Context: an optimization exercise on an open-source flow, tuned for small area. The choices shown serve that exercise and are no tape-out recipe. The RTL was checked by simulation tests, not by an equivalence proof against the original design. Power and IR drop assume default switching activity.

==> flow/design.v <==
module timebase(
    input  wire       clk_1mhz,
    input  wire       rst,
    output reg  [3:0] fr,
    output reg  [3:0] ft,
    output reg        fh,
    output reg  [2:0] scan
);
function [15:0] f_inc(input [15:0] x);
    integer i;
    reg c;
    begin
        c = 1'b1;
        for (i = 0; i < 16; i = i + 1) begin
            f_inc[i] = x[i] ^ c;
            c = c & x[i];
        end
    end
endfunction
function [15:0] f_dec(input [15:0] x);
    integer i;
    reg b;
    begin
        b = 1'b1;
        for (i = 0; i < 16; i = i + 1) begin
            f_dec[i] = x[i] ^ b;
            b = b & ~x[i];
        end
    end
endfunction
function f_lt(input [15:0] a, input [15:0] b);    
    integer i;
    reg lt;
    begin
        lt = 1'b0;
        for (i = 0; i < 16; i = i + 1)
            lt = (~a[i] & b[i]) | (~(a[i] ^ b[i]) & lt);
        f_lt = lt;
    end
endfunction
always @(posedge clk_1mhz or posedge rst) begin
    if (rst) begin
        fr <= 4'd0; ft <= 4'd0; fh <= 1'b0; scan <= 3'd0;
    end else if (fr == 4'd9) begin
        fr <= 4'd0;
        scan <= f_inc(scan);
        if (ft == 4'd9) begin
            ft <= 4'd0;
            fh <= ~fh;
        end else begin
            ft <= f_inc(ft);
        end
    end else begin
        fr <= f_inc(fr);
    end
end
endmodule
module key_button_input(
    input  wire       clk_1mhz,
    input  wire       rst,
    input  wire [10:0] key_button_in,
    output wire       start_btn,    
    output wire       mole_btn,     
    output wire [2:0] mole_idx      
);
reg [3:0] bv;
reg [1:0] btn_sync;
always @(posedge clk_1mhz or posedge rst) begin
    if (rst) begin
        bv <= 4'hf;
        btn_sync <= 2'b00;
    end else begin
        case (key_button_in)
            11'b000_0000_0001: bv <= 4'd0;
            11'b000_0000_0010: bv <= 4'd1;
            11'b000_0000_0100: bv <= 4'd2;
            11'b000_0000_1000: bv <= 4'd3;
            11'b000_0001_0000: bv <= 4'd4;
            11'b000_0010_0000: bv <= 4'd5;
            11'b000_0100_0000: bv <= 4'd6;
            11'b000_1000_0000: bv <= 4'd7;
            11'b001_0000_0000: bv <= 4'd8;
            11'b010_0000_0000: bv <= 4'd9;
            11'b100_0000_0000: bv <= 4'd10;
            default:           bv <= 4'hf;
        endcase
        btn_sync <= {btn_sync[0], ~&bv};
    end
end
wire btn_edge = (btn_sync == 2'b01);
assign start_btn = btn_edge && (bv == 4'd9);
assign mole_btn  = btn_edge && !bv[3];
assign mole_idx  = bv[2:0];
endmodule
module peizo_output(
    input  wire       clk_1MHz,
    input  wire [3:0] mode,
    output reg        piezo_out
);
function [15:0] f_inc(input [15:0] x);
    integer i;
    reg c;
    begin
        c = 1'b1;
        for (i = 0; i < 16; i = i + 1) begin
            f_inc[i] = x[i] ^ c;
            c = c & x[i];
        end
    end
endfunction
function [15:0] f_dec(input [15:0] x);
    integer i;
    reg b;
    begin
        b = 1'b1;
        for (i = 0; i < 16; i = i + 1) begin
            f_dec[i] = x[i] ^ b;
            b = b & ~x[i];
        end
    end
endfunction
function f_lt(input [15:0] a, input [15:0] b);    
    integer i;
    reg lt;
    begin
        lt = 1'b0;
        for (i = 0; i < 16; i = i + 1)
            lt = (~a[i] & b[i]) | (~(a[i] ^ b[i]) & lt);
        f_lt = lt;
    end
endfunction
reg [4:0] freq;
always @(*) begin
    case (mode)
        4'd1: freq = 5'd19;
        4'd2: freq = 5'd17;
        4'd3: freq = 5'd15;
        4'd4: freq = 5'd14;
        4'd5: freq = 5'd13;
        4'd6: freq = 5'd11;
        4'd7: freq = 5'd10;
        4'd8: freq = 5'd9;
        default: freq = 5'd0;
    endcase
end
reg [4:0] cnt;
always @(posedge clk_1MHz) begin
    if (freq != 5'd0) begin
        cnt <= f_inc(cnt);
        if (!f_lt(cnt, freq)) begin
            piezo_out <= ~piezo_out;
            cnt <= 5'd0;
        end
    end else begin
        cnt <= 5'd0;
        piezo_out <= 1'b0;
    end
end
endmodule
module seg_output(
    input  wire       clk_1mhz,
    input  wire       rst,
    input  wire [1:0] lives,
    output wire [7:0] seg_out
);
reg [1:0] lives_d;
reg       v;
always @(posedge clk_1mhz or posedge rst) begin
    if (rst) v <= 1'b0;
    else v <= 1'b1;
end
always @(posedge clk_1mhz) lives_d <= lives;
reg [7:0] seg;
always @(*) begin
    case (lives_d)
        2'd0: seg = 8'b00111111;
        2'd1: seg = 8'b00000110;
        2'd2: seg = 8'b01011011;
        default: seg = 8'b01001111;
    endcase
end
assign seg_out = v ? seg : 8'd0;
endmodule
module seg_arr_output(
    input  wire [2:0] scan,
    input  wire [1:0] bs1,
    input  wire [3:0] bs0,
    input  wire       sc3,
    input  wire [3:0] sc2, sc1, sc0,
    output wire [7:0] seg_out,
    output wire [7:0] array_out
);
reg [3:0] dval;
reg       dblank;
always @(*) begin
    dval = 4'd0;
    dblank = 1'b0;
    case (scan)
        3'd5: begin dval = {2'b00, bs1}; dblank = (bs1 == 2'd0); end
        3'd4: begin dval = bs0; end
        3'd3: begin dval = {3'b000, sc3}; dblank = !sc3; end
        3'd2: begin dval = sc2; dblank = !sc3 && (sc2 == 4'd0); end
        3'd1: begin dval = sc1; dblank = !sc3 && (sc2 == 4'd0) && (sc1 == 4'd0); end
        3'd0: begin dval = sc0; end
        default: begin dblank = 1'b1; end
    endcase
end
reg [7:0] segd;
always @(*) begin
    case (dval)
        4'd0: segd = 8'b11111100;
        4'd1: segd = 8'b01100000;
        4'd2: segd = 8'b11011010;
        4'd3: segd = 8'b11110010;
        4'd4: segd = 8'b01100110;
        4'd5: segd = 8'b10110110;
        4'd6: segd = 8'b10111110;
        4'd7: segd = 8'b11100000;
        4'd8: segd = 8'b11111110;
        4'd9: segd = 8'b11110110;
        default: segd = 8'b00000000;
    endcase
end
assign seg_out = dblank ? 8'd0 : segd;
assign array_out = ~(8'd1 << scan);
endmodule
module servo_output(
    input  wire       clk_1mhz,
    input  wire       rst,
    input  wire       enable,
    input  wire [2:0] tA,
    input  wire [3:0] tB,
    input  wire [3:0] fr,
    input  wire [3:0] ft,
    input  wire       fh,
    output reg        servo_out
);
function [5:0] f_add(input [5:0] a, input [5:0] b);
    integer i;
    reg c;
    begin
        c = 1'b0;
        for (i = 0; i < 6; i = i + 1) begin
            f_add[i] = a[i] ^ b[i] ^ c;
            c = (a[i] & b[i]) | (c & (a[i] ^ b[i]));
        end
    end
endfunction
function f_lt(input [5:0] a, input [5:0] b);    
    integer i;
    reg lt;
    begin
        lt = 1'b0;
        for (i = 0; i < 6; i = i + 1)
            lt = (~a[i] & b[i]) | (~(a[i] ^ b[i]) & lt);
        f_lt = lt;
    end
endfunction
wire [4:0] q = enable ? {tA, tB[3:2]} : 5'd8;
wire [5:0] lim = f_add(6'd7, {1'b0, q});
wire [5:0] frame = f_add(ft[1] ? 6'd20 : ft[0] ? 6'd10 : 6'd0, {2'b00, fr});
wire ft_lt3 = !ft[3] && !ft[2] && !(ft[1] && ft[0]);
always @(posedge clk_1mhz or posedge rst) begin
    if (rst) servo_out <= 1'b0;
    else servo_out <= !fh && ft_lt3 && f_lt(frame, lim);
end
endmodule
module rgb_led_output(
    input  wire       clk,
    input  wire       rst,
    input  wire [2:0] state,
    input  wire       timer_running,
    input  wire       timer_nz,
    output wire [3:0] led_red,
    output wire [3:0] led_green,
    output wire [3:0] led_blue
);
reg red, green;
always @(posedge clk or posedge rst) begin
    if (rst) begin
        red <= 1'b0;
        green <= 1'b0;
    end else begin
        red <= ((state == 3'd1) && timer_running && timer_nz) || (state == 3'd3);
        green <= ((state == 3'd1) && timer_running) || (state == 3'd5);
    end
end
assign led_red = {4{red}};
assign led_green = {4{green}};
assign led_blue = 4'b0000;
endmodule
module text_lcd_output(
    input  wire       clk_1mhz,
    input  wire       rst,
    input  wire       lcd_tick,
    input  wire       clk_100hz,
    input  wire [2:0] gsm_state,
    input  wire       gsm_state_changed,
    input  wire [1:0] gsm_stage,
    input  wire       hs3,
    input  wire [3:0] hs2, hs1, hs0,
    input  wire       hsu,
    output reg        lcd_rs,
    output wire       lcd_rw,
    output wire       lcd_en,
    output wire [7:0] lcd_data
);
function [15:0] f_inc(input [15:0] x);
    integer i;
    reg c;
    begin
        c = 1'b1;
        for (i = 0; i < 16; i = i + 1) begin
            f_inc[i] = x[i] ^ c;
            c = c & x[i];
        end
    end
endfunction
function [15:0] f_dec(input [15:0] x);
    integer i;
    reg b;
    begin
        b = 1'b1;
        for (i = 0; i < 16; i = i + 1) begin
            f_dec[i] = x[i] ^ b;
            b = b & ~x[i];
        end
    end
endfunction
function f_lt(input [15:0] a, input [15:0] b);    
    integer i;
    reg lt;
    begin
        lt = 1'b0;
        for (i = 0; i < 16; i = i + 1)
            lt = (~a[i] & b[i]) | (~(a[i] ^ b[i]) & lt);
        f_lt = lt;
    end
endfunction
localparam L_DELAY = 3'd0, L_FS = 3'd1, L_DO = 3'd2, L_EM = 3'd3,
           L_IDLE = 3'd4, L_CLR = 3'd5, L_L1 = 3'd6, L_L2 = 3'd7;
reg [2:0] lst;
reg [6:0] lcnt;
reg       update_req, prev_hsu;
always @(posedge clk_1mhz or posedge rst) begin
    if (rst) begin
        update_req <= 1'b1;
        prev_hsu <= 1'b0;
    end else begin
        if (gsm_state_changed) update_req <= 1'b1;
        if (hsu != prev_hsu) begin
            update_req <= 1'b1;
            prev_hsu <= hsu;
        end else if (lst == L_CLR) update_req <= 1'b0;
    end
end
wire [6:0] lcnt_inc = f_inc(lcnt);
always @(posedge clk_1mhz or posedge rst) begin
    if (rst) begin
        lst <= L_DELAY;
        lcnt <= 7'd0;
    end else if (lcd_tick) begin
        lcnt <= lcnt_inc;
        case (lst)
            L_DELAY: if (lcnt == 7'd69) begin lst <= L_FS; lcnt <= 7'd0; end
            L_FS:    if (lcnt == 7'd29) begin lst <= L_DO; lcnt <= 7'd0; end
            L_DO:    if (lcnt == 7'd29) begin lst <= L_EM; lcnt <= 7'd0; end
            L_EM:    if (lcnt == 7'd29) begin lst <= L_IDLE; lcnt <= 7'd0; end
            L_IDLE:  if (update_req) begin lst <= L_CLR; lcnt <= 7'd0; end else lcnt <= 7'd1;
            L_CLR:   if (lcnt == 7'd1) begin lst <= L_L1; lcnt <= 7'd0; end
            L_L1:    if (lcnt == 7'd19) begin lst <= L_L2; lcnt <= 7'd0; end
            default: if (lcnt == 7'd19) begin lst <= L_IDLE; lcnt <= 7'd0; end
        endcase
    end
end
wire [3:0] hd2 = hs3 ? 4'd9 : hs2;
wire [3:0] hd1 = hs3 ? 4'd9 : hs1;
wire [3:0] hd0 = hs3 ? 4'd9 : hs0;
wire [4:0] ci = lcnt[4:0];
reg [7:0] ch1, ch2;
always @(*) begin
    ch1 = 8'h20;
    case (gsm_state)
        3'd1: case (ci) 5'd1: ch1 = "R"; 5'd2: ch1 = "E"; 5'd3: ch1 = "A"; 5'd4: ch1 = "D"; 5'd5: ch1 = "Y"; default: ; endcase
        3'd2: case (ci) 5'd1: ch1 = "P"; 5'd2: ch1 = "L"; 5'd3: ch1 = "A"; 5'd4: ch1 = "Y"; 5'd5: ch1 = "I";
                        5'd6: ch1 = "N"; 5'd7: ch1 = "G"; default: ; endcase
        3'd3: case (ci) 5'd1: ch1 = "G"; 5'd2: ch1 = "A"; 5'd3: ch1 = "M"; 5'd4: ch1 = "E";
                        5'd6: ch1 = "O"; 5'd7: ch1 = "V"; 5'd8: ch1 = "E"; 5'd9: ch1 = "R"; default: ; endcase
        3'd4: case (ci) 5'd1: ch1 = "S"; 5'd2: ch1 = "T"; 5'd3: ch1 = "A"; 5'd4: ch1 = "G"; 5'd5: ch1 = "E";
                        5'd7: ch1 = "C"; 5'd8: ch1 = "L"; 5'd9: ch1 = "E"; 5'd10: ch1 = "A"; default: ; endcase
        3'd5: case (ci) 5'd1: ch1 = "G"; 5'd2: ch1 = "A"; 5'd3: ch1 = "M"; 5'd4: ch1 = "E";
                        5'd6: ch1 = "C"; 5'd7: ch1 = "L"; 5'd8: ch1 = "E"; 5'd9: ch1 = "A"; 5'd10: ch1 = "R"; default: ; endcase
        default: ;
    endcase
    ch2 = 8'h20;
    case (gsm_state)
        3'd1, 3'd2: case (ci) 5'd1: ch2 = "S"; 5'd2: ch2 = "T"; 5'd3: ch2 = "A"; 5'd4: ch2 = "G"; 5'd5: ch2 = "E";
                              5'd6: ch2 = ":"; 5'd8: ch2 = {6'b001100, gsm_stage}; default: ; endcase
        3'd3, 3'd5: case (ci) 5'd1: ch2 = "B"; 5'd2: ch2 = "E"; 5'd3: ch2 = "S"; 5'd4: ch2 = "T"; 5'd5: ch2 = ":";
                              5'd8: if (hd2 != 4'd0) ch2 = {4'b0011, hd2};
                              5'd9: if (hd2 != 4'd0 || hd1 != 4'd0) ch2 = {4'b0011, hd1};
                              5'd10: ch2 = {4'b0011, hd0};
                              5'd11: if (hsu) ch2 = "*";
                              default: ; endcase
        default: ;
    endcase
end
reg [6:0] data_q;
always @(posedge clk_1mhz or posedge rst) begin
    if (rst) begin
        lcd_rs <= 1'b1;
        data_q <= 7'd0;
    end else if (lcd_tick) begin
        case (lst)
            L_FS:  begin lcd_rs <= 1'b0; data_q <= 7'b0111100; end
            L_DO:  begin lcd_rs <= 1'b0; data_q <= 7'b0001100; end
            L_EM:  begin lcd_rs <= 1'b0; data_q <= 7'b0000110; end
            L_CLR: begin lcd_rs <= 1'b0; data_q <= 7'b0000001; end
            L_L1:  begin
                if (lcnt == 7'd0) begin lcd_rs <= 1'b0; data_q <= 7'h00; end
                else begin lcd_rs <= 1'b1; data_q <= ch1[6:0]; end
            end
            L_L2:  begin
                if (lcnt == 7'd0) begin lcd_rs <= 1'b0; data_q <= 7'h40; end
                else begin lcd_rs <= 1'b1; data_q <= ch2[6:0]; end
            end
            default: begin lcd_rs <= 1'b1; data_q <= 7'd0; end
        endcase
    end
end
assign lcd_data = {~lcd_rs & (data_q[5:0] == 6'd0), data_q};
assign lcd_rw = (lst == L_DELAY) || ((lst == L_IDLE) && lcnt[0]) ||
                (((lst == L_FS) || (lst == L_CLR)) && (lcnt == 7'd0));
assign lcd_en = (lst == L_IDLE) ? 1'b0 : clk_100hz;
endmodule
module gsm(
    input  wire       clk_1mhz,
    input  wire       rst,
    input  wire [3:0] flag,
    input  wire       trig,
    output reg        done,
    output reg        sec_posedge,
    output reg        running,
    output reg  [2:0] tA,
    output reg  [3:0] tB,
    output reg  [2:0] state,
    output reg  [1:0] stage,
    output reg  [1:0] lives,
    output reg        sc3,
    output reg  [3:0] sc2, sc1, sc0,
    output reg  [1:0] bs1,
    output reg  [3:0] bs0,
    output reg        hs3,
    output reg  [3:0] hs2, hs1, hs0,
    output reg        hsu,
    output reg        st_chg
);
function [15:0] f_inc(input [15:0] x);
    integer i;
    reg c;
    begin
        c = 1'b1;
        for (i = 0; i < 16; i = i + 1) begin
            f_inc[i] = x[i] ^ c;
            c = c & x[i];
        end
    end
endfunction
function [15:0] f_dec(input [15:0] x);
    integer i;
    reg b;
    begin
        b = 1'b1;
        for (i = 0; i < 16; i = i + 1) begin
            f_dec[i] = x[i] ^ b;
            b = b & ~x[i];
        end
    end
endfunction
function f_lt(input [15:0] a, input [15:0] b);    
    integer i;
    reg lt;
    begin
        lt = 1'b0;
        for (i = 0; i < 16; i = i + 1)
            lt = (~a[i] & b[i]) | (~(a[i] ^ b[i]) & lt);
        f_lt = lt;
    end
endfunction
localparam [13:0] G_LAST = 14'd8629;
reg [13:0] g;
reg [1:0] sync_trig;
wire trig_edge = sync_trig[0] & ~sync_trig[1];
wire g_last = (g == G_LAST);
wire bs_nz = (bs1 != 2'd0) || (bs0 != 4'd0);
wire sc_wrap = sc3 && (sc2 == 4'd0) && (sc1 == 4'd2) && (sc0 == 4'd3);
wire score_gt = f_lt({hs3, hs2, hs1, hs0}, {sc3, sc2, sc1, sc0});
wire timer_nz = (tA != 3'd0) || (tB != 4'd0);
reg [2:0] state_n;
always @(*) begin
    state_n = state;
    if (trig_edge) begin
        case (flag)
            4'b1000, 4'b1111: state_n = 3'd1;
            4'b1010: state_n = 3'd2;
            4'b1100: state_n = 3'd4;
            4'b1101: state_n = 3'd3;
            4'b1110: state_n = 3'd5;
            default: ;
        endcase
    end
end
always @(posedge clk_1mhz) begin
    if (rst) begin
        running <= 1'b0;
        tA <= 3'd0; tB <= 4'd4;
        state <= 3'd1;
        stage <= 2'd1;
        lives <= 2'd3;
        bs1 <= 2'd3; bs0 <= 4'd0;
        sc3 <= 1'b0; sc2 <= 4'd0; sc1 <= 4'd0; sc0 <= 4'd0;
        hs3 <= 1'b0; hs2 <= 4'd0; hs1 <= 4'd0; hs0 <= 4'd0;
        hsu <= 1'b0;
        sync_trig <= 2'b00;
    end else begin
        sync_trig <= {sync_trig[0], trig};
        state <= state_n;
        if (trig_edge) begin
            case (flag)
                4'b0001: begin
                    if (sc_wrap) begin
                        sc3 <= 1'b0; sc2 <= 4'd0; sc1 <= 4'd0; sc0 <= 4'd0;
                    end else if (sc0 != 4'd9) begin
                        sc0 <= f_inc(sc0);
                    end else begin
                        sc0 <= 4'd0;
                        if (sc1 != 4'd9) begin
                            sc1 <= f_inc(sc1);
                        end else begin
                            sc1 <= 4'd0;
                            if (sc2 != 4'd9) begin
                                sc2 <= f_inc(sc2);
                            end else begin
                                sc2 <= 4'd0;
                                sc3 <= 1'b1;
                            end
                        end
                    end
                    if (bs_nz) begin
                        if (bs0 != 4'd0) begin
                            bs0 <= f_dec(bs0);
                        end else begin
                            bs0 <= 4'd9;
                            bs1 <= f_dec(bs1);
                        end
                    end
                end
                4'b0010: begin if (lives != 2'd0) lives <= f_dec(lives); end
                4'b0101: begin running <= 1'b1; end
                4'b1000: begin
                    tA <= 3'd0; tB <= 4'd4;
                    running <= 1'b0;
                    lives <= 2'd3;
                    bs1 <= 2'd3; bs0 <= 4'd0;
                    hsu <= 1'b0;
                end
                4'b1010: begin
                    tA <= 3'd4; tB <= 4'd0;
                    running <= 1'b1;
                    hsu <= 1'b0;
                end
                4'b1100: begin
                    stage <= f_inc(stage);
                    running <= 1'b0;
                    hsu <= 1'b0;
                end
                4'b1101, 4'b1110: begin
                    running <= 1'b0;
                    if (score_gt) begin
                        hs3 <= sc3; hs2 <= sc2; hs1 <= sc1; hs0 <= sc0;
                        hsu <= 1'b1;
                    end
                end
                4'b1111: begin
                    tA <= 3'd0; tB <= 4'd4;
                    running <= 1'b0;
                    stage <= 2'd1;
                    lives <= 2'd3;
                    sc3 <= 1'b0; sc2 <= 4'd0; sc1 <= 4'd0; sc0 <= 4'd0;
                    bs1 <= 2'd3; bs0 <= 4'd0;
                    hsu <= 1'b0;
                end
                default: ;
            endcase
        end
        if (running && g_last) begin
            if (timer_nz) begin
                if (tB == 4'd0) begin
                    tB <= 4'd14;
                    tA <= f_dec(tA);
                end else begin
                    tB <= f_dec(tB);
                    tA <= tA;
                end
            end else begin
                running <= 1'b0;
            end
        end
    end
end
always @(posedge clk_1mhz) begin
    done <= trig_edge;
    st_chg <= (state_n != state);
    sec_posedge <= running && g_last && timer_nz;
    if (running && !g_last) g <= {g[12:0], ~(g[13] ^ g[12] ^ g[11] ^ g[1])};
    else g <= 14'd0;
end
endmodule
module igm(
    input  wire       clk_1mhz,
    input  wire       rst,
    input  wire       enable,
    input  wire [1:0] gsm_stage,
    input  wire [2:0] btn_idx,
    output wire       hit,         
    output wire [7:0] leds
);
function [15:0] f_inc(input [15:0] x);
    integer i;
    reg c;
    begin
        c = 1'b1;
        for (i = 0; i < 16; i = i + 1) begin
            f_inc[i] = x[i] ^ c;
            c = c & x[i];
        end
    end
endfunction
function [15:0] f_dec(input [15:0] x);
    integer i;
    reg b;
    begin
        b = 1'b1;
        for (i = 0; i < 16; i = i + 1) begin
            f_dec[i] = x[i] ^ b;
            b = b & ~x[i];
        end
    end
endfunction
function f_lt(input [15:0] a, input [15:0] b);    
    integer i;
    reg lt;
    begin
        lt = 1'b0;
        for (i = 0; i < 16; i = i + 1)
            lt = (~a[i] & b[i]) | (~(a[i] ^ b[i]) & lt);
        f_lt = lt;
    end
endfunction
reg [15:0] lfsr1, lfsr2;
always @(posedge clk_1mhz or posedge rst) begin
    if (rst) begin
        lfsr1 <= 16'd123;
        lfsr2 <= 16'd456;
    end else begin
        lfsr1 <= {lfsr1[14:0], lfsr1[15] ^ lfsr1[13] ^ lfsr1[12] ^ lfsr1[10]};
        lfsr2 <= {lfsr2[14:0], lfsr2[15] ^ lfsr2[13] ^ lfsr2[12] ^ lfsr2[10]};
    end
end
wire [8:0] r1 = lfsr1[9:1];
wire [8:0] r2 = lfsr2[9:1];
reg [3:0]  pre;      
reg        show1, show2;
reg [2:0]  pos1, pos2;
reg [9:0]  dc1, dc2;
wire [9:0] dur_m1 = (gsm_stage == 2'd2) ? 10'd749 : (gsm_stage == 2'd3) ? 10'd499 : 10'd999;
function hide_end(input [9:0] d, input [1:0] stg);
    begin
        case (stg)
            2'd2: hide_end = (d == 10'd0) || (d == 10'd250) || (d == 10'd500);
            2'd3: hide_end = (d == 10'd0) || (d == 10'd200) || (d == 10'd400);
            default: hide_end = (d == 10'd0) || (d == 10'd500);
        endcase
    end
endfunction
wire ms_tick = (pre == 4'd9);
always @(posedge clk_1mhz) begin
    if (!enable) begin
        pre <= 4'd15;
        show1 <= 1'b0;
        show2 <= 1'b0;
    end else if (pre == 4'd15) begin
        pre <= 4'd0;
        show1 <= 1'b1; pos1 <= r1[2:0]; dc1 <= dur_m1;
        show2 <= 1'b1; pos2 <= r2[2:0]; dc2 <= dur_m1;
    end else begin
        pre <= ms_tick ? 4'd0 : {pre[2:0], ~(pre[3] ^ pre[2])};
        if (ms_tick) begin
            if (show1) begin
                if (dc1 == 10'd0) begin show1 <= 1'b0; dc1 <= {1'b0, r1}; end
                else dc1 <= f_dec(dc1);
            end else begin
                if (hide_end(dc1, gsm_stage)) begin show1 <= 1'b1; pos1 <= r1[2:0]; dc1 <= dur_m1; end
                else dc1 <= f_dec(dc1);
            end
            if (show2) begin
                if (dc2 == 10'd0) begin show2 <= 1'b0; dc2 <= {1'b0, r2}; end
                else dc2 <= f_dec(dc2);
            end else begin
                if (hide_end(dc2, gsm_stage)) begin show2 <= 1'b1; pos2 <= r2[2:0]; dc2 <= dur_m1; end
                else dc2 <= f_dec(dc2);
            end
        end
    end
end
assign hit = (show1 && (pos1 == btn_idx)) || (show2 && (pos2 == btn_idx));
assign leds = ({8{show1}} & (8'd1 << pos1)) | ({8{show2}} & (8'd1 << pos2));
endmodule
module sndm(
    input  wire       clk_1mhz,
    input  wire       rst,
    input  wire [2:0] snd_mode,
    input  wire       trig,
    output reg        playing,
    output wire       piezo_out
);
function [15:0] f_inc(input [15:0] x);
    integer i;
    reg c;
    begin
        c = 1'b1;
        for (i = 0; i < 16; i = i + 1) begin
            f_inc[i] = x[i] ^ c;
            c = c & x[i];
        end
    end
endfunction
function [15:0] f_dec(input [15:0] x);
    integer i;
    reg b;
    begin
        b = 1'b1;
        for (i = 0; i < 16; i = i + 1) begin
            f_dec[i] = x[i] ^ b;
            b = b & ~x[i];
        end
    end
endfunction
function f_lt(input [15:0] a, input [15:0] b);    
    integer i;
    reg lt;
    begin
        lt = 1'b0;
        for (i = 0; i < 16; i = i + 1)
            lt = (~a[i] & b[i]) | (~(a[i] ^ b[i]) & lt);
        f_lt = lt;
    end
endfunction
localparam [10:0] S_LAST = 11'd1491;
reg        ptrig;
reg [2:0]  sidx;
reg [10:0] scnt;
reg [2:0]  lmode;
wire start = trig && !ptrig;
wire note_end = (scnt == S_LAST);
reg [3:0] note;
reg       last;
always @(*) begin
    note = 4'd0;
    case (lmode)
        3'd1: note = 4'd2;
        3'd2: note = 4'd8;
        3'd3: case (sidx) 3'd0: note = 4'd1; default: note = 4'd5; endcase
        3'd4: case (sidx) 3'd1: note = 4'd0; default: note = 4'd3; endcase
        3'd5: case (sidx) 3'd0: note = 4'd1; 3'd1: note = 4'd3; 3'd2: note = 4'd5; default: note = 4'd8; endcase
        3'd6: case (sidx) 3'd0: note = 4'd8; 3'd1: note = 4'd5; 3'd2: note = 4'd3; default: note = 4'd1; endcase
        3'd7: case (sidx) 3'd0: note = 4'd7; 3'd1: note = 4'd3; 3'd2: note = 4'd5; 3'd3: note = 4'd0;
                          3'd4: note = 4'd2; 3'd5: note = 4'd4; default: note = 4'd8; endcase
        default: note = 4'd0;
    endcase
    case (lmode)
        3'd3: last = (sidx == 3'd1);
        3'd4: last = (sidx == 3'd2);
        3'd5, 3'd6: last = (sidx == 3'd3);
        3'd7: last = (sidx == 3'd6);
        default: last = 1'b1;
    endcase
end
always @(posedge clk_1mhz or posedge rst) begin
    if (rst) begin
        playing <= 1'b0;
        ptrig <= 1'b0;
    end else begin
        ptrig <= trig;
        if (start) playing <= 1'b1;
        else if (note_end && last) playing <= 1'b0;
    end
end
always @(posedge clk_1mhz) begin
    if (start) begin
        sidx <= 3'd0;
        scnt <= 11'd0;
        lmode <= snd_mode;
    end else begin
        scnt <= note_end ? 11'd0 : {scnt[9:0], ~(scnt[10] ^ scnt[8])};
        if (note_end) sidx <= f_inc(sidx);
    end
end
peizo_output peizo_inst(
    .clk_1MHz(clk_1mhz),
    .mode(playing ? note : 4'd0),
    .piezo_out(piezo_out)
);
endmodule
module gm(
    input wire clk_1mhz, input wire rst,
    input wire [10:0] btn_in,
    output wire piezo_out,
    output wire [7:0] led_out,
    output wire [7:0] seg_out,
    output wire [7:0] seg_arr_out,
    output wire [7:0] seg_sel_out,
    output wire servo_out,
    output wire [3:0] led_red_out,
    output wire [3:0] led_green_out,
    output wire [3:0] led_blue_out,
    output wire [7:0] lcd_data,
    output wire lcd_rs,
    output wire lcd_rw,
    output wire lcd_en
);
reg        gsm_trig;
reg [3:0]  gsm_flag;
reg        snd_trig;
reg [2:0]  snd_mode;
wire       gsm_done, gsm_sec_posedge, gsm_running, gsm_hsu, gsm_st_chg;
wire [2:0] tA;
wire [3:0] tB;
wire [2:0] gsm_state;
wire [1:0] gsm_stage, gsm_lives;
wire       sc3, hs3;
wire [3:0] sc2, sc1, sc0, hs2, hs1, hs0, bs0;
wire [1:0] bs1;
gsm gsm_inst(
    .clk_1mhz(clk_1mhz), .rst(rst),
    .flag(gsm_flag), .trig(gsm_trig),
    .done(gsm_done), .sec_posedge(gsm_sec_posedge), .running(gsm_running),
    .tA(tA), .tB(tB), .state(gsm_state), .stage(gsm_stage), .lives(gsm_lives),
    .sc3(sc3), .sc2(sc2), .sc1(sc1), .sc0(sc0), .bs1(bs1), .bs0(bs0),
    .hs3(hs3), .hs2(hs2), .hs1(hs1), .hs0(hs0), .hsu(gsm_hsu), .st_chg(gsm_st_chg)
);
wire timer_nz = (tA != 3'd0) || (tB != 4'd0);
wire start_btn, mole_btn;
wire [2:0] mole_idx;
key_button_input kbi_inst(
    .clk_1mhz(clk_1mhz), .rst(rst), .key_button_in(btn_in),
    .start_btn(start_btn), .mole_btn(mole_btn), .mole_idx(mole_idx)
);
wire igm_enable = (gsm_state == 3'd2) && gsm_running;
wire hit;
igm igm_inst(
    .clk_1mhz(clk_1mhz), .rst(rst), .enable(igm_enable), .gsm_stage(gsm_stage),
    .btn_idx(mole_idx), .hit(hit), .leds(led_out)
);
wire snd_playing;
sndm sndm_inst(
    .clk_1mhz(clk_1mhz), .rst(rst), .snd_mode(snd_mode), .trig(snd_trig),
    .playing(snd_playing), .piezo_out(piezo_out)
);
wire [3:0] fr, ft;
wire       fh;
wire [2:0] scan;
timebase tb_inst(.clk_1mhz(clk_1mhz), .rst(rst), .fr(fr), .ft(ft), .fh(fh), .scan(scan));
seg_output seg_single_inst(.clk_1mhz(clk_1mhz), .rst(rst), .lives(gsm_lives), .seg_out(seg_out));
seg_arr_output seg_inst(
    .scan(scan), .bs1(bs1), .bs0(bs0), .sc3(sc3), .sc2(sc2), .sc1(sc1), .sc0(sc0),
    .seg_out(seg_arr_out), .array_out(seg_sel_out)
);
servo_output servo_inst(
    .clk_1mhz(clk_1mhz), .rst(rst), .enable(igm_enable), .tA(tA), .tB(tB),
    .fr(fr), .ft(ft), .fh(fh), .servo_out(servo_out)
);
rgb_led_output rgb_led_inst(
    .clk(clk_1mhz), .rst(rst), .state(gsm_state), .timer_running(gsm_running),
    .timer_nz(timer_nz), .led_red(led_red_out), .led_green(led_green_out), .led_blue(led_blue_out)
);
text_lcd_output lcd_inst(
    .clk_1mhz(clk_1mhz), .rst(rst),
    .lcd_tick((ft == 4'd4) && (fr == 4'd9)), .clk_100hz(ft[3] || (ft[2] && (ft[1] || ft[0]))),
    .gsm_state(gsm_state), .gsm_state_changed(gsm_st_chg), .gsm_stage(gsm_stage),
    .hs3(hs3), .hs2(hs2), .hs1(hs1), .hs0(hs0), .hsu(gsm_hsu),
    .lcd_rs(lcd_rs), .lcd_rw(lcd_rw), .lcd_en(lcd_en), .lcd_data(lcd_data)
);
reg [1:0] tsync;
reg       ssync;
reg       rbc, ssp;
wire bs_nz = (bs1 != 2'd0) || (bs0 != 4'd0);
wire [3:0] end_flag = bs_nz ? 4'b1101 : (gsm_stage != 2'd3) ? 4'b1100 : 4'b1110;
always @(posedge clk_1mhz or posedge rst) begin
    if (rst) begin
        gsm_trig <= 1'b0;
        gsm_flag <= 4'd0;
        snd_trig <= 1'b0;
        snd_mode <= 3'd0;
        tsync <= 2'd0;
        ssync <= 1'b0;
        rbc <= 1'b0;
        ssp <= 1'b0;
    end else begin
        tsync <= {tsync[0], gsm_running};
        ssync <= gsm_sec_posedge;
        case (gsm_state)
        3'd1: begin
            gsm_trig <= 1'b0;
            snd_trig <= 1'b0;
            if (start_btn) begin
                gsm_flag <= 4'b0101;
                gsm_trig <= 1'b1;
                rbc <= 1'b1;
            end
            if (rbc) begin
                if (ssync && !snd_playing) begin
                    snd_mode <= timer_nz ? 3'b001 : 3'b010;
                    snd_trig <= 1'b1;
                end
                if (tsync == 2'b10) begin
                    gsm_flag <= 4'b1010;
                    gsm_trig <= 1'b1;
                end
            end
        end
        3'd2: begin
            gsm_trig <= 1'b0;
            snd_trig <= 1'b0;
            rbc <= 1'b0;
            ssp <= 1'b0;
            if (gsm_lives != 2'd0) begin
                if (mole_btn) begin
                    gsm_flag <= hit ? 4'b0001 : 4'b0010;
                    snd_mode <= hit ? 3'b011 : 3'b100;
                    gsm_trig <= 1'b1;
                    snd_trig <= 1'b1;
                end
                if (tsync == 2'b10) begin
                    gsm_flag <= end_flag;
                    gsm_trig <= 1'b1;
                end
            end else if (!gsm_done) begin
                gsm_flag <= end_flag;
                gsm_trig <= 1'b1;
            end
        end
        3'd3, 3'd5: begin
            gsm_trig <= 1'b0;
            snd_trig <= 1'b0;
            if (!snd_playing && !ssp) begin
                snd_mode <= {2'b11, ~gsm_state[1]};
                snd_trig <= 1'b1;
                ssp <= 1'b1;
            end
            if (start_btn) begin
                gsm_flag <= 4'b1111;
                gsm_trig <= 1'b1;
            end
        end
        3'd4: begin
            gsm_trig <= 1'b0;
            snd_trig <= 1'b0;
            if (!snd_playing) begin
                if (snd_mode != 3'b101) begin
                    snd_mode <= 3'b101;
                    snd_trig <= 1'b1;
                end else begin
                    gsm_flag <= 4'b1000;
                    gsm_trig <= 1'b1;
                end
            end
        end
        default: ;
        endcase
    end
end
endmodule
==> flow/flow/run.sh <==
#!/bin/bash
# Own layout flow: the standard ORFS flow, with
#  - the standard synthesis script, only ABC's mapping script swapped (flow/abc_map.script)
#  - port buffers of the smallest buffer cell
#  - clock tree without dummy loads
#  - no adder-cell mapping before ABC (extra.mk: ADDER_MAP_FILE empty)
# Every tool's output goes to a log in this folder (and ORFS's own logs under orfs/logs).
set -euo pipefail
W=$(pwd)
F=$W/flow

# synthesis: synth_recipe.tcl unchanged, with abc's -script argument replaced
cat > $W/own_synth.tcl <<EOT
proc abc {args} {
  set i [lsearch -exact \$args -script]
  if {\$i >= 0} { lset args [expr {\$i + 1}] {$F/abc_map.script} }
  yosys abc {*}\$args
}
source {$W/synth_recipe.tcl}
EOT

# extra settings on top of the standard flow's config.mk
cp $W/config.mk $W/own_config.mk
cat $F/extra.mk >> $W/own_config.mk

sed -e "s#SYNTH_SCRIPT=[^ ]*synth_recipe.tcl#SYNTH_SCRIPT=$W/own_synth.tcl#" \
    -e "s#DESIGN_CONFIG=[^ ]*config.mk#DESIGN_CONFIG=$W/own_config.mk#" \
    $W/standard.sh > $W/own_standard.sh
grep -q own_synth.tcl $W/own_standard.sh
grep -q own_config.mk $W/own_standard.sh

bash $W/own_standard.sh > $W/own_flow.log 2>&1
==> flow/flow/abc_map.script <==
strash
&get -n
&deepsyn -T 150
&put
dch -f
amap
topo
==> flow/flow/extra.mk <==
export BUFFER_PORTS_ARGS = -buffer_cell sky130_fd_sc_hd__buf_1
export CTS_ARGS = -sink_clustering_enable -repair_clock_nets -dont_use_dummy_load -buf_list "sky130_fd_sc_hd__clkbuf_16" -sink_clustering_size 24 -sink_clustering_max_diameter 100
export ADDER_MAP_FILE =
==> flow/standard.sh <==
#!/bin/bash
# synth_recipe.tcl (not shown) runs the flow's synth.tcl, then flattens the netlist and writes it again
# the make line also repeats each setting of config.mk as NAME=value (left out here)
make -C /OpenROAD-flow-scripts/flow DESIGN_CONFIG=/design/flow/config.mk WORK_HOME=/design/flow/orfs CLKGATE_MAP_FILE= SYNTH_SCRIPT=/design/flow/synth_recipe.tcl "${@:-finish}"
==> flow/config.mk <==
export PLATFORM = sky130hd
export DESIGN_NAME = gm
export DESIGN_NICKNAME = gm
export VERILOG_FILES = /design/flow/design.v
export SDC_FILE = /design/flow/constraint.sdc
export NUM_CORES = 4
export LEC_CHECK = 0
export ABC_AREA = 1
export CAP_MARGIN = 20
export CORE_MARGIN = 2
export CORE_UTILIZATION = 80
export SLEW_MARGIN = 20
==> flow/constraint.sdc <==
create_clock -name core_clock -period 25.0 [get_ports {clk_1mhz}]
set_input_delay 5.0000 -clock core_clock [delete_from_list [all_inputs] [get_ports {clk_1mhz}]]
set_output_delay 5.0000 -clock core_clock [all_outputs]
set_load 0.01 [all_outputs]
==> results.yml, run 1 <==
run_status:
  status: "timing/DRC/antenna clean"
worst_setup_path:
  cp_slowest_cell: "dfrtp_1"
  cp.required_ns: 20.00
  cp_slowest_stage_delay_ns: 0.55
  regToRegSetupSlack_ns: 20.62
  end_kind: "output pin"
  path_cells: "clkinv_1 -> nand3_1 -> o22ai_1 -> a311oi_1 -> nand2_1 -> nand2_1 -> o21ai_0 -> a21o_1 -> a21oi_1 -> clkinv_1 -> nor2_1 -> buf_1"
  startpoint_type: "flop"
  r2r_start: "gsm_inst.sync_trig[0]"
  crit_type: "flop to output pin"
  rr_worst_depth: 21
  critical_path.reg2reg.endpoint: "gsm_inst.sc2[3]"
  crit_family: "compound AO/OA/AOI/OAI gates"
  arrival_ns: 3.26
  path_buf_inv: 3
  path_max_fanout: 11
clock_network:
  cts_hold_buf: 0
  numCtsBuffers: 12
  clk_pin_slew_ns: 0.10
  cts_resized: 0
  cts-root-buf: "clkbuf_16"
  cts_tree: "built"
  clk_latency_ns: 0.47
  cts.sink_count: 214
  h-tree-depth: 1
  cts_buffer_depth: 3
  postCtsSetupBuffers: 0
synth:
  synthCells: 1219
  synth_area_um2: 10100
  async_flop_share_pct: 42.1
  yosys-top-cells-area: "dfxtp_1 19%, dfrtp_1 18%, edfxtp_1 8.6%, nor2_1 8.5%, clkinv_1 6.6%"
  syn_area_per_cell_um2: 8.30
  synth_top_area_share_pct: 18.8
  yosysTopAreaCell: "dfxtp_1"
  synth.yosys.seq_area_share_pct: 49.8
  ys_types: 54
  synth-seq-cells: 214
  yosysWarnings: 12
  ys.flop_type: "dfxtp_1"
  synth-edff-count: 29
placed_design:
  gp_congestion: 1.00
  post-dp-hpwl_um: 19600
  io_buffer_count: 63
  dpl_cell_area_um2: 10500
pwr:
  p_sw_share_pct: 22.6
  intPower_mw: 0.458
  clock_power_share_pct: 32.8
  leakage_nw: 3.90
  combPwrFrac_pct: 4.9
  p_sw_mw: 0.134
  p_seq_share_pct: 62.2
  vdd_drop_max_v: 0.0000789
  powerDensity_nw_per_um2: 54.6
floorplanning:
  row_count: 41
  die_area_um2: 13600
  coreArea_um2: 12500
  start_util_pct: 81.2
  dieHeight_um: 116
  io_pins: 70
  chipWidth_um: 116
global_route:
  grt_pass1_wl_um: 46000
  antenna_found_initial: 0
  grt_use_total_pct: 42.9
  grt_max_degree: 79
  grt.overflow.total: 0
  grt_pass1_vias: 9438
routing:
  drt_first_iter_violations: 1491
  firstDrtPassIters: 7
  drc: 0
  detail-route-antenna-nets: 0
  routed_via_density: 6.79
  routedWlPerCell_um: 19.8
  wl_um: 28800
  via_count: 9907
layout:
  area_delta_synth_final_pct: 6.91
  drive_gt1_share_pct: 2.64
  final_nets: 1302
  final_common_cell: "nor2_1"
  most-common-layout-cells: "228 x nor2_1, 178 x clkinv_1, 99 x nand2_1, 95 x dfxtp_1, 76 x o21ai_0"
  final_area_um2: 10800
  antenna_cells: 0
timing:
  maxSlewViolCount: 0
  hold_viol: 0
  fin_skew_ns: 0.0172
  max_freq_mhz: 121
  finalSetupTns_ns: 0
  slew_headroom_pct: 47.5
  period_minus_slack_ns: 8.26
  period_share_pct: 33.0
  rsz0062_at_grt: "false"
  tightest_slew_ns: 0.788
  setup_viol: 0
hold_path:
  min_from: "gsm_inst.sec_posedge"
  min_to: "ssync"
  hp-class: "flop to flop"
  hold_path_depth: 0
run:
  maxCapViolCount: 0
[power groups by stage]
stage,Combinational [mW],Clock [mW],Sequential (mW)
3_3_place_gp,0.0265,0,0.374
6_report,0.0292,0.194,0.368
4_1_cts,0.0286,0.192,0.368
5_1_grt,0.0330,0.206,0.370
2_1_floorplan,0.0217,0,0.373
3_5_place_dp,0.0279,0,0.375
[state kept, by name (all words and copies together) (netlist names), 5 cells and up]
name                      cells
lcd_inst.data_q               7
sndm_inst.peizo_inst.cnt      5
sndm_inst.scnt               11
igm_inst.lfsr2               16
igm_inst.lfsr1               16
igm_inst.dc2                 10
igm_inst.dc1                 10
gsm_inst.g                   14
lcd_inst.lcnt                 7
[synth_stat cells, types with 17 or more instances]
cell type / n
nor2_1: 228
clkinv_1: 179
nand2_1: 99
dfxtp_1: 95
o21ai_0: 76
dfrtp_1: 74
a21oi_1: 62
o22ai_1: 46
nor3_1: 41
edfxtp_1: 29
nand3_1: 26
a31oi_1: 22
o21a_1: 17
[layer usage]
metal  wire [µm]  up-vias  GRT usage [%]
met5           0        -              0
met4        1750        0           21.3
li1            -     4423              -
met1       10500     4480           53.7
met3        3000      223           8.20
met2       13600      781           72.0
[how the worst max path moves through the flow]
| stage | start | end | slack [ns] | depth (start not counted) |
|---|---|---|---|---|
| 2_1_floorplan | rst | gsm_inst.tA[0] | 16.00 | 8 |
| 3_3_place_gp | tb_inst.scan[2] | seg_arr_out[4] | 17.45 | 12 |
| 3_5_place_dp | tb_inst.scan[2] | seg_arr_out[4] | 17.34 | 12 |
| 4_1_cts | tb_inst.scan[2] | seg_arr_out[4] | 16.85 | 12 |
| 5_1_grt | tb_inst.scan[2] | seg_arr_out[3] | 16.49 | 12 |
| 6_report | tb_inst.scan[2] | seg_arr_out[4] | 16.74 | 12 |
[final cells by class]
class | instances | area (µm²)
inverters | 179 | 674
clock buffers | 12 | 300
fillers | 658 | 1640
flip-flops and latches | 214 | 5040
multi-input cells | 814 | 4300
well taps | 172 | 215
repair buffers | 68 | 287
[logic make-up after synthesis]
kind of cell	Yosys count	synth area share, %
AND/OR/NAND/NOR	472	20.4
AO/OA/AOI/OAI	334	21.8
flip-flops	214	49.8
buffers and inverters	196	7.86
other	2	0.0742
XOR/XNOR	1	0.0865
[per-stage QoR]
stage | hold slack, ns | instances | utilization (%) | total power [mW] | setup slack (ns)
6_report | 0.342 | 1459 | 86.8 | 0.591 | 16.74
5_1_grt | 0.346 | 1459 | 86.8 | 0.608 | 16.49
4_1_cts | 0.338 | 1458 | 86.7 | 0.588 | 16.85
3_5_place_dp | 0.326 | 1446 | 84.3 | 0.403 | 17.34
3_3_place_gp | 0.319 | 1446 | 84.3 | 0.401 | 17.45
2_1_floorplan | 0.316 | 1224 | - | 0.395 | 16.00
==> run 2: changes to the inputs <==
==> flow/flow/extra.mk (replaced) <==
export BUFFER_PORTS_ARGS = -buffer_cell sky130_fd_sc_hd__buf_1
export CTS_ARGS = -sink_clustering_enable -repair_clock_nets -dont_use_dummy_load -buf_list "sky130_fd_sc_hd__clkbuf_8" -sink_clustering_size 12 -sink_clustering_max_diameter 100
export ADDER_MAP_FILE =
==> run 2 against run 1 <==
Net effect: cell count rose by 0.62%; routed wire length up 2.0%; sequential cell count unchanged; die area unchanged; critical endpoint unchanged.
==> results.yml, run 2 <==
run_status:
  status: "timing/DRC/antenna clean"
worst_setup_path:
  end_kind: "output pin"
  crit_type: "flop to output pin"
  rr_worst_depth: 17
  regToRegSetupSlack_ns: 20.66
  cp.required_ns: 20.00
  startpoint_type: "flop"
  arrival_ns: 3.34
  path_max_fanout: 11
synth:
  synth.yosys.seq_area_share_pct: 49.8
  ys_types: 54
  yosysWarnings: 12
  synth-seq-cells: 214
  ys.flop_type: "dfxtp_1"
  yosys-top-cells-area: "dfxtp_1 19%, dfrtp_1 18%, edfxtp_1 8.6%, nor2_1 8.5%, clkinv_1 6.6%"
  syn_area_per_cell_um2: 8.30
  async_flop_share_pct: 42.1
  synth-edff-count: 29
  synth_area_um2: 10100
  yosysTopAreaCell: "dfxtp_1"
  ys_top_cells_by_count: "228 x nor2_1, 179 x clkinv_1, 99 x nand2_1, 95 x dfxtp_1, 76 x o21ai_0"
  synth_top_area_share_pct: 18.8
  synth_most_common_cell: "nor2_1"
  synthCells: 1219
routing:
  routed_via_density: 6.84
  firstDrtPassIters: 8
  via_count: 10035
  drc: 0
  wl_um: 29400
  routedWlPerCell_um: 20.0
  drt_first_iter_violations: 1420
  detail-route-antenna-nets: 0
global_route:
  antenna_found_initial: 0
  grt_use_total_pct: 43.5
  grt.overflow.total: 0
  grt_pass1_wl_um: 46500
  grt_max_degree: 79
  grt_pass1_vias: 9513
clock_network:
  cts_hold_buf: 0
  cts_resized: 0
  numCtsBuffers: 21
  h-tree-depth: 1
  cts_buffer_depth: 3
  postCtsSetupBuffers: 0
  clk_latency_ns: 0.52
  cts_tree: "built"
  cts-root-buf: "clkbuf_8"
  clk_pin_slew_ns: 0.08
  cts.sink_count: 214
timing:
  max_freq_mhz: 120
  setup_viol: 0
  rsz0062_at_grt: "false"
  period_share_pct: 33.4
  hold_viol: 0
  finalSetupTns_ns: 0
  maxSlewViolCount: 0
  tightest_slew_ns: 0.783
  slew_headroom_pct: 47.5
  fin_skew_ns: 0.0215
  period_minus_slack_ns: 8.34
pwr:
  leakage_nw: 3.91
  p_sw_mw: 0.139
  combPwrFrac_pct: 5.0
  p_seq_share_pct: 63.0
  intPower_mw: 0.446
  powerDensity_nw_per_um2: 54.1
  vdd_drop_max_v: 0.0000559
  clock_power_share_pct: 32.1
  p_sw_share_pct: 23.7
floorplanning:
  dieHeight_um: 116
  start_util_pct: 81.2
  coreArea_um2: 12500
  chipWidth_um: 116
  io_pins: 70
  die_area_um2: 13600
  row_count: 41
placed_design:
  dpl.cell_count: 1446
  post-dp-hpwl_um: 19600
  gp_congestion: 1.00
  io_buffer_count: 63
layout:
  most-common-layout-cells: "228 x nor2_1, 178 x clkinv_1, 99 x nand2_1, 95 x dfxtp_1, 76 x o21ai_0"
  antenna_cells: 0
  final_nets: 1311
  area_delta_synth_final_pct: 6.80
  drive_gt1_share_pct: 3.32
  reg_top3: "igm_inst.lfsr1 (16), igm_inst.lfsr2 (16), gsm_inst.g (14)"
  instances_no_fill: 1468
  final_common_cell: "nor2_1"
hold_path:
  hold_path_depth: 0
  hp-class: "flop to flop"
run:
  maxCapViolCount: 0
==> run 2: cell counts after synthesis <==
No cell type changed its count.
==> run 2: area by class of cell <==
cell class	instances	area [µm²]
sequential	214	5040
multi-input combinational	814	4300
timing repair buffer	68	287
clock buffer	21	289
tap	172	215
fill	661	1650
inverter	179	674
==> run 2: worst paths after layout <==
check                                           from                  to
worst max-delay path                 tb_inst.scan[2]      seg_arr_out[4]
worst min-delay path            gsm_inst.sec_posedge               ssync
worst max register to register      lcd_inst.lcnt[0]  lcd_inst.data_q[3]
worst min register to register  gsm_inst.sec_posedge               ssync
max in group asynchronous                        rst   igm_inst.lfsr2[7]
min in group asynchronous                        rst         snd_mode[1]
==> run 2: routing by layer <==
metal,share of wire [%],GRT usage (%)
met1,36,54.4
met2,47,74.1
met3,11,7.32
met4,6.0,20.6
met5,0,0
==> run 2: per-stage QoR <==
stage | worst slack (ns) | hold WS (ns) | util, % | instance area (µm²) | total power, mW
finish | 16.66 | 0.333 | 86.7 | 10800 | 0.585
global route | 16.43 | 0.335 | 86.7 | 10800 | 0.599
CTS | 16.80 | 0.333 | 86.6 | 10800 | 0.581
detailed placement | 17.34 | 0.326 | 84.3 | 10500 | 0.403
global placement | 17.45 | 0.319 | 84.3 | 10500 | 0.401
floorplan | 16.00 | 0.316 | - | 10100 | 0.395
==> run 2: power groups by stage <==
stage / clock network, mW / logic, mW / registers (mW)
5_1_grt: 0.197 / 0.0329 / 0.369
3_5_place_dp: 0 / 0.0279 / 0.375
3_3_place_gp: 0 / 0.0265 / 0.374
6_report: 0.187 / 0.0291 / 0.368
4_1_cts: 0.185 / 0.0285 / 0.368
2_1_floorplan: 0 / 0.0217 / 0.373
==> run 2: cells by family (layout without fill, tap and decap cells) <==
group / count (synthesis) / count (layout) / share of synthesized area (%)
AOI/OAI and AO/OA: 334 / 334 / 21.8
xor gates and xnor gates: 1 / 1 / 0.0865
buffers and inverters: 196 / 268 / 7.86
DFF: 214 / 214 / 49.8
other: 2 / 7 / 0.0742
and+or+nand+nor: 472 / 472 / 20.4
==> run 2: critical path, stage by stage (launching register included) <==
cell	delay (ns)
dfrtp_1	0.55
clkinv_1	0.31
nand3_1	0.25
o22ai_1	0.11
a311oi_1	0.45
nand2_1	0.14
nand2_1	0.09
o21ai_0	0.15
a21o_1	0.22
a21oi_1	0.17
clkinv_1	0.12
nor2_1	0.12
buf_1	0.16
==> run 3: changes to the inputs <==
==> flow/flow/abc_map.script (replaced) <==
strash
&get -n
&deepsyn -T 300
&put
dch -f
amap
topo
==> run 3 against run 2 <==
Net effect: critical path type unchanged; largest cell class unchanged; count of clock-buffer cells in the layout unchanged; clock power about the same; critical endpoint is now seg_arr_out[6]; sequential cell count unchanged; fmax decreased by 2.3%; worst setup slack got worse by 0.20 ns; synthesized area decreased by 0.73%; sequential power increased by 3%; die area decreased by 0.70%.
==> results.yml, run 3 <==
layout:
  final_nets: 1294
  final_common_cell: "nor2_1"
  antenna_cells: 0
  drive_gt1_share_pct: 3.21
  reg_top3: "igm_inst.lfsr1 (16), igm_inst.lfsr2 (16), gsm_inst.g (14)"
  area_delta_synth_final_pct: 6.52
  fill_cells: 648
  most-common-layout-cells: "216 x nor2_1, 176 x clkinv_1, 99 x nand2_1, 95 x dfxtp_1, 83 x o21ai_0"
  regArea_um2: 5040
  multiInputGateArea_um2: 4240
pwr:
  clock_power_share_pct: 30.6
  powerDensity_nw_per_um2: 56.5
  p_sw_share_pct: 24.6
  leakage_nw: 3.90
  combPwrFrac_pct: 6.9
  p_seq_share_pct: 62.5
  intPower_mw: 0.456
  p_sw_mw: 0.149
  finalPower_mw: 0.605
  vdd_drop_max_v: 0.0000506
synth:
  synth_most_common_cell: "nor2_1"
  ys_types: 50
  ys_top_cells_by_count: "216 x nor2_1, 177 x clkinv_1, 99 x nand2_1, 95 x dfxtp_1, 83 x o21ai_0"
  synth-edff-count: 29
  synth-seq-cells: 214
  synth.yosys.seq_area_share_pct: 50.2
  async_flop_share_pct: 42.1
  yosysWarnings: 12
  syn_area_per_cell_um2: 8.35
  yosysTopAreaCell: "dfxtp_1"
  synth_area_um2: 10000
  synthCells: 1204
  yosys-top-cells-area: "dfxtp_1 19%, dfrtp_1 18%, edfxtp_1 8.7%, nor2_1 8.1%, clkinv_1 6.6%"
  synth_top_area_share_pct: 18.9
  ys.flop_type: "dfxtp_1"
clock_network:
  cts_buffer_depth: 3
  h-tree-depth: 1
  cts_tree: "built"
  clk_pin_slew_ns: 0.08
  cts.sink_count: 214
  cts-root-buf: "clkbuf_8"
  cts_hold_buf: 0
  cts_resized: 0
  numCtsBuffers: 21
  clk_latency_ns: 0.55
  postCtsSetupBuffers: 0
timing:
  max_freq_mhz: 117
  tightest_slew_ns: 0.859
  setup_viol: 0
  fin_skew_ns: 0.0529
  finalSetupTns_ns: 0
  hold_viol: 0
  period_minus_slack_ns: 8.54
  maxSlewViolCount: 0
  slew_headroom_pct: 41.3
  rsz0062_at_grt: "false"
  period_share_pct: 34.2
run:
  maxCapViolCount: 0
global_route:
  grt_use_total_pct: 40.9
  grt_pass1_wl_um: 43600
  antenna_found_initial: 0
  grt.overflow.total: 0
  grt_pass1_vias: 9149
  grt_max_degree: 70
worst_setup_path:
  startpoint_type: "flop"
  cp_slowest_cell: "dfrtp_1"
  arrival_ns: 3.54
  path_cells: "clkinv_1 -> nand3_1 -> o22ai_1 -> nor2_1 -> clkinv_1 -> nor2_1 -> clkinv_1 -> nor2_1 -> a21oi_1 -> or2_0 -> o32ai_1 -> nor2b_1 -> a21oi_1 -> buf_1"
  cp_slowest_stage_delay_ns: 0.49
  regToRegSetupSlack_ns: 20.49
  path_buf_inv: 4
  crit_family: "simple AND/OR/NAND/NOR gates"
  end_kind: "output pin"
  cp.required_ns: 20.00
  path_max_fanout: 8
  crit_type: "flop to output pin"
routing:
  routedWlPerCell_um: 18.5
  detail-route-antenna-nets: 0
  drc: 0
  firstDrtPassIters: 6
  routed_via_density: 6.71
  drt_first_iter_violations: 1426
  wl_um: 26800
  via_count: 9711
floorplanning:
  dieHeight_um: 116
  chipWidth_um: 116
  row_count: 40
  start_util_pct: 82.6
  die_area_um2: 13500
  coreArea_um2: 12200
  io_pins: 70
run_status:
  status: "timing/DRC/antenna clean"
hold_path:
  hp-class: "flop to flop"
placed_design:
  io_buffer_count: 63
  gp_congestion: 1.04
  post-dp-hpwl_um: 18900
## run 3: changes by cell type in the layout (fill, tap and decap cells not counted), sizes merged, moves of 5 or more
cell	change
o221ai	+8
nor2	-12
o22ai	-17
o21ai	+7
o41ai	+5
nand3	+8
## run 3: worst paths after layout
kind                                       startpoint                end  cells after the start
worst max-delay path                  tb_inst.scan[2]     seg_arr_out[6]                     14
worst min-delay path             gsm_inst.sec_posedge              ssync                      0
worst max register to register  gsm_inst.sync_trig[0]    gsm_inst.hs2[1]                     16
worst min register to register   gsm_inst.sec_posedge              ssync                      0
max in group asynchronous                         rst   lcd_inst.lcnt[5]                      3
min in group asynchronous                         rst  igm_inst.lfsr2[9]                      2
## run 3: stage by stage
step	setup WS [ns]	cells	area [µm²]	utilization, %	hold slack [ns]
3_3_place_gp	17.30	1426	10400	85.6	0.317
4_1_cts	16.55	1447	10700	88.0	0.345
3_5_place_dp	17.16	1426	10400	85.6	0.329
5_1_grt	16.16	1447	10700	88.0	0.359
2_1_floorplan	16.73	1209	10100	-	0.316
6_report	16.46	1447	10700	88.0	0.349
## run 3: layout make-up
class	count	share of cell area [%]
clock buffer	21	2.70
inverter	177	6.23
multi-input combinational	801	39.6
tap	168	1.96
timing repair buffer	66	2.42
sequential	214	47.1
## run 3: power by group through the flow
stage	registers, mW	logic, mW	clock network, mW
floorplan	0.381	0.0312	0
detailed placement	0.384	0.0398	0
CTS	0.377	0.0411	0.183
global route	0.380	0.0473	0.195
finish	0.378	0.0416	0.185
global placement	0.383	0.0374	0
## run 3: per-layer routing
metal	track usage, %	wire length (µm)	share of wire (%)	up-vias
met5	0	0	0	-
met4	19.4	1410	5.2	0
li1	-	-	-	4420
met1	50.6	10000	37	4427
met3	7.95	2620	9.8	168
met2	69.5	12800	48	696
## run 3: logic make-up after synthesis
| kind of cell | count (synthesis) | share of synthesized area (%) |
|---|---|---|
| AO/OA/AOI/OAI | 327 | 21.5 |
| XOR/XNOR | 1 | 0.0872 |
| buffers and inverters | 194 | 7.84 |
| flip-flops | 214 | 50.2 |
| other | 2 | 0.0747 |
| AND/OR/NAND/NOR | 466 | 20.3 |
==> run 4: changes to the inputs <==
--- a/flow/design.v
+++ b/flow/design.v
@@ -283,4 +283,4 @@
     end else begin
-        red <= ((state == 3'd1) && timer_running && timer_nz) || (state == 3'd3);
-        green <= ((state == 3'd1) && timer_running) || (state == 3'd5);
+        red <= ((state == 3'd0) && timer_running && timer_nz) || (state == 3'd2);
+        green <= ((state == 3'd0) && timer_running) || (state == 3'd3);
     end
@@ -383,6 +383,6 @@
     case (gsm_state)
-        3'd1: case (ci) 5'd1: ch1 = "R"; 5'd2: ch1 = "E"; 5'd3: ch1 = "A"; 5'd4: ch1 = "D"; 5'd5: ch1 = "Y"; default: ; endcase
-        3'd2: case (ci) 5'd1: ch1 = "P"; 5'd2: ch1 = "L"; 5'd3: ch1 = "A"; 5'd4: ch1 = "Y"; 5'd5: ch1 = "I";
+        3'd0: case (ci) 5'd1: ch1 = "R"; 5'd2: ch1 = "E"; 5'd3: ch1 = "A"; 5'd4: ch1 = "D"; 5'd5: ch1 = "Y"; default: ; endcase
+        3'd1: case (ci) 5'd1: ch1 = "P"; 5'd2: ch1 = "L"; 5'd3: ch1 = "A"; 5'd4: ch1 = "Y"; 5'd5: ch1 = "I";
                         5'd6: ch1 = "N"; 5'd7: ch1 = "G"; default: ; endcase
-        3'd3: case (ci) 5'd1: ch1 = "G"; 5'd2: ch1 = "A"; 5'd3: ch1 = "M"; 5'd4: ch1 = "E";
+        3'd2: case (ci) 5'd1: ch1 = "G"; 5'd2: ch1 = "A"; 5'd3: ch1 = "M"; 5'd4: ch1 = "E";
                         5'd6: ch1 = "O"; 5'd7: ch1 = "V"; 5'd8: ch1 = "E"; 5'd9: ch1 = "R"; default: ; endcase
@@ -390,3 +390,3 @@
                         5'd7: ch1 = "C"; 5'd8: ch1 = "L"; 5'd9: ch1 = "E"; 5'd10: ch1 = "A"; default: ; endcase
-        3'd5: case (ci) 5'd1: ch1 = "G"; 5'd2: ch1 = "A"; 5'd3: ch1 = "M"; 5'd4: ch1 = "E";
+        3'd3: case (ci) 5'd1: ch1 = "G"; 5'd2: ch1 = "A"; 5'd3: ch1 = "M"; 5'd4: ch1 = "E";
                         5'd6: ch1 = "C"; 5'd7: ch1 = "L"; 5'd8: ch1 = "E"; 5'd9: ch1 = "A"; 5'd10: ch1 = "R"; default: ; endcase
@@ -396,5 +396,5 @@
     case (gsm_state)
-        3'd1, 3'd2: case (ci) 5'd1: ch2 = "S"; 5'd2: ch2 = "T"; 5'd3: ch2 = "A"; 5'd4: ch2 = "G"; 5'd5: ch2 = "E";
+        3'd0, 3'd1: case (ci) 5'd1: ch2 = "S"; 5'd2: ch2 = "T"; 5'd3: ch2 = "A"; 5'd4: ch2 = "G"; 5'd5: ch2 = "E";
                               5'd6: ch2 = ":"; 5'd8: ch2 = {6'b001100, gsm_stage}; default: ; endcase
-        3'd3, 3'd5: case (ci) 5'd1: ch2 = "B"; 5'd2: ch2 = "E"; 5'd3: ch2 = "S"; 5'd4: ch2 = "T"; 5'd5: ch2 = ":";
+        3'd2, 3'd3: case (ci) 5'd1: ch2 = "B"; 5'd2: ch2 = "E"; 5'd3: ch2 = "S"; 5'd4: ch2 = "T"; 5'd5: ch2 = ":";
                               5'd8: if (hd2 != 4'd0) ch2 = {4'b0011, hd2};
@@ -503,7 +503,7 @@
         case (flag)
-            4'b1000, 4'b1111: state_n = 3'd1;
-            4'b1010: state_n = 3'd2;
+            4'b1000, 4'b1111: state_n = 3'd0;
+            4'b1010: state_n = 3'd1;
             4'b1100: state_n = 3'd4;
-            4'b1101: state_n = 3'd3;
-            4'b1110: state_n = 3'd5;
+            4'b1101: state_n = 3'd2;
+            4'b1110: state_n = 3'd3;
             default: ;
@@ -516,3 +516,3 @@
         tA <= 3'd0; tB <= 4'd4;
-        state <= 3'd1;
+        state <= 3'd0;
         stage <= 2'd1;
@@ -858,3 +858,3 @@
 );
-wire igm_enable = (gsm_state == 3'd2) && gsm_running;
+wire igm_enable = (gsm_state == 3'd1) && gsm_running;
 wire hit;
@@ -912,3 +912,3 @@
         case (gsm_state)
-        3'd1: begin
+        3'd0: begin
             gsm_trig <= 1'b0;
@@ -931,3 +931,3 @@
         end
-        3'd2: begin
+        3'd1: begin
             gsm_trig <= 1'b0;
@@ -952,3 +952,3 @@
         end
-        3'd3, 3'd5: begin
+        3'd2, 3'd3: begin
             gsm_trig <= 1'b0;
@@ -956,3 +956,3 @@
             if (!snd_playing && !ssp) begin
-                snd_mode <= {2'b11, ~gsm_state[1]};
+                snd_mode <= (gsm_state == 3'd2) ? 3'b110 : 3'b111;
                 snd_trig <= 1'b1;
==> run 4 against run 3 <==
Net effect: first-iteration DRC count down 18%; utilization down 1.9 points; global-route usage down 2.1 points; hold slack better by 0.0014 ns; combinational power up 67%.
==> results.yml, run 4 <==
run_status:
  status: "timing/DRC/antenna clean"
layout:
  instances_no_fill: 1464
  utilization_pct: 86.1
  final_common_cell: "nor2_1"
  final_nets: 1307
  reg_top3: "igm_inst.lfsr1 (16), igm_inst.lfsr2 (16), gsm_inst.g (14)"
  fill_cells: 703
  final_area_um2: 10700
  drive_gt1_share_pct: 3.10
  antenna_cells: 0
  area_delta_synth_final_pct: 6.48
  most-common-layout-cells: "225 x nor2_1, 169 x clkinv_1, 121 x nand2_1, 95 x dfxtp_1, 80 x o21ai_0"
  multiInputGateArea_um2: 4290
  regArea_um2: 5040
synth:
  yosysTopAreaCell: "dfxtp_1"
  ys.flop_type: "dfxtp_1"
  yosysWarnings: 12
  synth_area_um2: 10100
  synth_most_common_cell: "nor2_1"
  async_flop_share_pct: 42.1
  synth-edff-count: 29
  ys_types: 54
  synth.yosys.seq_area_share_pct: 50.0
  ys_top_cells_by_count: "225 x nor2_1, 170 x clkinv_1, 121 x nand2_1, 95 x dfxtp_1, 80 x o21ai_0"
  synth_top_area_share_pct: 18.9
  yosys-top-cells-area: "dfxtp_1 19%, dfrtp_1 18%, edfxtp_1 8.6%, nor2_1 8.4%, clkinv_1 6.3%"
  synthCells: 1218
  synth-seq-cells: 214
  syn_area_per_cell_um2: 8.28
timing:
  hold_viol: 0
  slew_headroom_pct: 46.9
  tightest_slew_ns: 0.793
  fin_skew_ns: 0.0355
  max_freq_mhz: 125
  period_minus_slack_ns: 8.02
  period_share_pct: 32.1
  rsz0062_at_grt: "false"
  finalSetupTns_ns: 0
  maxSlewViolCount: 0
  setup_viol: 0
placed_design:
  gp_congestion: 1.05
  dpl_cell_area_um2: 10400
  post-dp-hpwl_um: 18900
  io_buffer_count: 63
  dpl.cell_count: 1443
worst_setup_path:
  startpoint_type: "flop"
  path_max_fanout: 10
  crit_type: "flop to output pin"
  cp_slowest_stage_delay_ns: 0.53
  path_buf_inv: 2
  cp.required_ns: 20.00
  arrival_ns: 3.02
  path_cells: "clkinv_1 -> nand3_1 -> o22ai_1 -> nor2_1 -> a21oi_1 -> or2_0 -> a21oi_1 -> nand2_1 -> nor2_1 -> buf_1"
  crit_family: "simple AND/OR/NAND/NOR gates"
  regToRegSetupSlack_ns: 20.50
  cp_slowest_cell: "dfrtp_1"
  end_kind: "output pin"
floorplanning:
  die_area_um2: 13500
  dieHeight_um: 116
  start_util_pct: 80.9
  chipWidth_um: 116
  io_pins: 70
  coreArea_um2: 12500
  row_count: 41
clock_network:
  cts_tree: "built"
  cts-root-buf: "clkbuf_8"
  cts.sink_count: 214
  cts_resized: 0
  numCtsBuffers: 21
  cts_hold_buf: 0
  h-tree-depth: 1
  postCtsSetupBuffers: 0
  clk_latency_ns: 0.53
  clk_pin_slew_ns: 0.07
  cts_buffer_depth: 3
routing:
  wl_um: 25900
  firstDrtPassIters: 6
  drt_first_iter_violations: 1164
  routedWlPerCell_um: 17.7
  drc: 0
  routed_via_density: 6.52
  detail-route-antenna-nets: 0
  via_count: 9540
global_route:
  antenna_found_initial: 0
  grt_pass1_wl_um: 41700
  grt.overflow.total: 0
  grt_max_degree: 50
  grt_use_total_pct: 38.8
  grt_pass1_vias: 9019
pwr:
  powerDensity_nw_per_um2: 60.2
  leakage_nw: 3.98
  vdd_drop_max_v: 0.0000622
run:
  maxCapViolCount: 0
hold_path:
  hp-class: "flop to flop"
-- run 4: cell types whose count changed in the layout (fill, tap and decap cells not counted), moves of 7 or more --
cell,previous run,this run
nand2_1,99,121
nor2_1,216,225
o221ai_1,17,9
a21oi_1,66,59
clkinv_1,176,169
nand3_1,34,27
o22a_1,10,17
-- run 4: report_power, final --
part | internal [mW] | switching, mW
registers | 0.375 | 0.0179
logic | 0.0220 | 0.0473
clock network | 0.0751 | 0.110
total | 0.472 | 0.175
-- run 4: final cells by class --
cell class / instances / area share, %
Clock buffer: 21 / 2.69
Timing Repair Buffer: 65 / 2.34
Inverter: 170 / 5.97
Multi-Input combinational cell: 822 / 40.0
Tap cell: 172 / 2.00
Sequential cell: 214 / 47.0
-- run 4: per-layer routing --
layer / global-route usage, % / share of wire (%) / vias up
li1: - / - / 4400
met1: 50.8 / 39 / 4414
met2: 65.2 / 48 / 604
met3: 5.76 / 8.7 / 122
met4: 16.3 / 3.9 / 0
met5: 0 / 0 / -
-- run 4: cell families (layout without fill, tap and decap cells) --
group	count (synthesis)	after routing	synth area share, %
XOR/XNOR	1	1	0.0869
AO/OA/AOI/OAI	306	306	20.1
other	2	7	0.0745
flip-flops	214	214	50.0
AND/OR/NAND/NOR	508	508	22.2
buffers and inverters	187	256	7.56
-- run 4: worst paths after layout --
path	startpoint	end	cells past startpoint
max in group asynchronous	rst	tb_inst.scan[1]	3
setup / recovery	tb_inst.scan[2]	seg_arr_out[4]	10
hold reg to reg	igm_inst.lfsr1[14]	igm_inst.lfsr1[15]	0
setup reg to reg	lcd_inst.lcnt[2]	lcd_inst.data_q[3]	20
min in group asynchronous	rst	gsm_flag[2]	2
hold / removal	igm_inst.lfsr1[14]	igm_inst.lfsr1[15]	0
-- run 4: stage by stage --
step / hold WS [ns] / total power [mW] / setup WS, ns
floorplan: 0.316 / 0.451 / 16.93
global placement: 0.316 / 0.460 / 17.70
CTS: 0.352 / 0.645 / 17.05
finish: 0.351 / 0.646 / 16.98
global route: 0.352 / 0.672 / 16.75
detailed placement: 0.330 / 0.465 / 17.59

-- re-timing with driven ports --
Ports are ideal in the flow. The routed layouts listed here were re-timed in OpenROAD.
Step 1, drivers: a clkbuf_16 drives clk_1mhz and a buf_2 each remaining input, both assumed.
Step 2 moves the port delays by t, midway between the first and last clock arrival at a register: inputs arrive t later, outputs are due t later. That takes back most of the time a late clock gives input paths.
Slacks: ideal ports / drivers / drivers and shift; pairs: ideal ports / drivers.
run	t, ns	setup slack, ns	worst setup path after step 2	latest minus earliest clock arrival (ns)
run 1	0.500	16.740 / 16.697 / 17.197	register to output	0.018 / 0.018
run 2	0.550	16.659 / 16.621 / 17.171	register to output	0.024 / 0.024
run 3	0.558	16.461 / 16.423 / 16.981	register to output	0.054 / 0.054
run 4	0.553	16.978 / 16.939 / 17.492	register to output	0.037 / 0.037
After both steps setup and hold are still met in every run listed.
